What follows belongs to an exercise in optimizing a design on an open flow for small area, a short achievable clock period and few clock cycles per item; a production flow would make more cautious choices.
In this exercise RTL edits were held to simulation tests only and were not proved equivalent to the original.

## build 72
==> flow/design.v (excerpt) <==
module LWC ( 
   do_data, pdi_ready, sdi_ready, do_valid, do_last,
   pdi_data, sdi_data, pdi_valid, sdi_valid, do_ready, clk, rst
   ) ;
   output [31:0] do_data;
   output        pdi_ready, sdi_ready;
   output        do_valid, do_last;
   input [31:0]  pdi_data, sdi_data;
   input         pdi_valid, sdi_valid, do_ready;
   input         clk, rst;
   localparam R = 2;
   localparam IDLE = 0,  KLD = 1,  KHD = 2,  KW  = 3,
              ADH  = 4,  ADS = 5,  ADT = 6,  NH  = 7,
              NW   = 8,  NWT = 9,  MH  = 10, MS  = 11,
              TH   = 12, TW  = 13, ST  = 14, VH  = 15,
              VW   = 16, VS  = 17;
   localparam NS = 18;
   localparam C_AD = 2'd0, C_N = 2'd1, C_M = 2'd2;
   reg [127:0] S, K, T3, NB, T2;
   reg [63:0]  Z;
   reg [NS-1:0] st;
   reg [1:0]   g;              
   reg [1:0]   wc;             
   reg [11:0]  hi;             
   reg [3:0]   lo;             
   reg         full, blast;    
   reg         dec, fail, sclr;
   reg         tpart;
   reg         busy, par;
   reg [5:0]   rc;
   reg [1:0]   ctype;
   reg [1:0]   twc;            
   reg         tth, ttw, tst, tvs;    
   wire [127:0] ks2a, ks3a, ks2, ks3, rout1, rout;
   wire [5:0]   rc2 = {rc[4:0], rc[5] ^ rc[4] ^ 1'b1};
   wire [63:0]  rk  = ((R == 1 && par) ? 64'h0 : Z) ^ T2[127:64] ^ T3[127:64];
   wire         last_rnd;
   SkinnyRound RND1 (.X(S), .RK(rk), .RC(rc), .Y(rout1));
Size: roughly 760 flip-flops, roughly 110 I/O pins.
make LEC_CHECK=0 ABC_AREA=1 CAP_MARGIN=20 CORE_MARGIN=2 CORE_UTILIZATION=55 CTS_BUF_LIST='sky130_fd_sc_hd__clkbuf_4 sky130_fd_sc_hd__clkbuf_8' SETUP_SLACK_MARGIN=1.0 SLEW_MARGIN=20 finish   # period 5.5 ns
run.sh (not shown) runs the stock make flow with config.mk's settings and CLKGATE_MAP_FILE= SYNTH_SCRIPT=/design/flow/synth_recipe.tcl, a recipe that flattens the netlist after the stock synthesis.
Build 72 completed every stage of the flow, and the final layout passed the timing, DRC and antenna checks.
Testbench counts of build 72, summed over its fixed seeds: cycles 34,200, bytes 18,726.
The following lists how build 35 was set up differently from build 72:
- CTS_BUF_LIST removed (was sky130_fd_sc_hd__clkbuf_4 sky130_fd_sc_hd__clkbuf_8)
- SETUP_SLACK_MARGIN changed from 1.0 to 1.5
Clock-pin slew on the worst setup and hold paths of build 72 is on par with build 35. Taking build 72 as the reference point, the via density per instance of build 35 rises by 1.2%. Build 35 gives less number of global-route vias before repair than build 72 did.
diff inputs: build 35 => build 8
- SETUP_SLACK_MARGIN: 1.5 -> 1.0
- ABC_AREA: 1 -> unset
==> comparison <==
Initial standard-cell utilization of the core (lower): build 8
Compared build 8 vs build 35, and wire length of the first global-routing pass is down in build 8.
Floorplan check, build 8 vs build 35: die outline smaller in build 8
Build 8 vs. build 35: final wirelength saw a decrease, detailed placement HPWL fell 8.6%, number of rows in the core area shows no meaningful change, via count of the first global-routing pass moved down, net count after synthesis down 15%.
Relative to build 8, the following input files were edited for build 94:
- changing SETUP_SLACK_MARGIN from 1.0 to 2.0
- setting ABC_AREA to 1 for the first time
The detailed-routed wire length on met2 of build 94 is higher than that of build 8. Re netlist area before placement: build 94 is about 1.1% up on build 8. Compared with build 8, build 94 shows a higher footprint of the flip-flops and latches. Measured against each other, build 8 and build 94 differ in layout overhead on the synthesized area, the lower figure coming from build 8. Looking at global routing usage on met1, build 94 sits 1.8 points above build 8. Overall routed net length, build 94 vs build 8: up by more than 10%. Re multiplexer area fraction after synthesis: build 94 is 4.5 points down on build 8.

---

Starting RTL as in the previous note.
clock: 5.5 ns
lec_check: 0
cap_margin: 20
core_margin: 2
core_utilization: 55
setup_slack_margin: 1.8
slew_margin: 20
The first run completed without violations.
Testbench counts at the start, summed over its fixed seeds: cycles 34,200, bytes 18,726.
Edit:
--- a/flow/config.mk
+++ b/flow/config.mk
@@ -6,7 +6,8 @@
 export NUM_CORES = 4
 export LEC_CHECK = 0
+export ABC_AREA = 1
 export CAP_MARGIN = 20
 export CORE_MARGIN = 2
-export CORE_UTILIZATION = 55
-export SETUP_SLACK_MARGIN = 1.8
+export CORE_UTILIZATION = 70
+export SETUP_SLACK_MARGIN = 1.0
 export SLEW_MARGIN = 20
This time the run ended with an error in global routing (5_1_grt) with GRT-0116.
Synthesized cell count came out higher by 18%.
Area after synthesis came out higher by 1.1%.
Edit:
--- a/flow/config.mk
+++ b/flow/config.mk
@@ -9,5 +9,5 @@
 export CAP_MARGIN = 20
 export CORE_MARGIN = 2
-export CORE_UTILIZATION = 70
-export SETUP_SLACK_MARGIN = 1.0
+export CORE_UTILIZATION = 55
+export SETUP_SLACK_MARGIN = 1.65
 export SLEW_MARGIN = 20
Outcome: Now the flow finished clean. Synthesized cell count stays the same. Area after synthesis is unchanged.

[afterwards: timing with drivers on the ports]
The results above use ideal ports. As a check the final layouts listed here were re-extracted and re-timed, cells and wires unchanged.
Step 1: set_driving_cell puts a clkbuf_16 on clk and a buf_2 on each other input, an assumption about the parent block.
Step 2 moves the port delays by t, midway between the first and last clock arrival at a register: inputs arrive t later, outputs are due t later. That takes back most of the time a late clock gives input paths.
Three values: ideal, step 1, step 2; two values: the first two.
| run | t, ns | setup slack, ns | worst data-port slew with drivers (ns) |
|---|---|---|---|
| build 72 | 0.851 | 1.038 / 0.971 / 0.635 | 0.07 |
| build 35 | 0.724 | 1.408 / 1.408 / 1.080 | 0.07 |
| build 8 | 0.724 | 1.071 / 1.004 / 1.071 | 0.09 |
| build 94 | 0.728 | 1.831 / 1.766 / 1.604 | 0.06 |
| the first run of note 2 | 0.714 | 1.325 / 1.325 / 1.325 | 0.06 |
| the third run of note 2 | 0.720 | 1.594 / 1.594 / 1.204 | 0.07 |
After both steps every run listed still meets setup and hold. The setup slack of build 72, which loses most, moves by -0.067 ns with the drivers and by -0.403 ns with both steps.
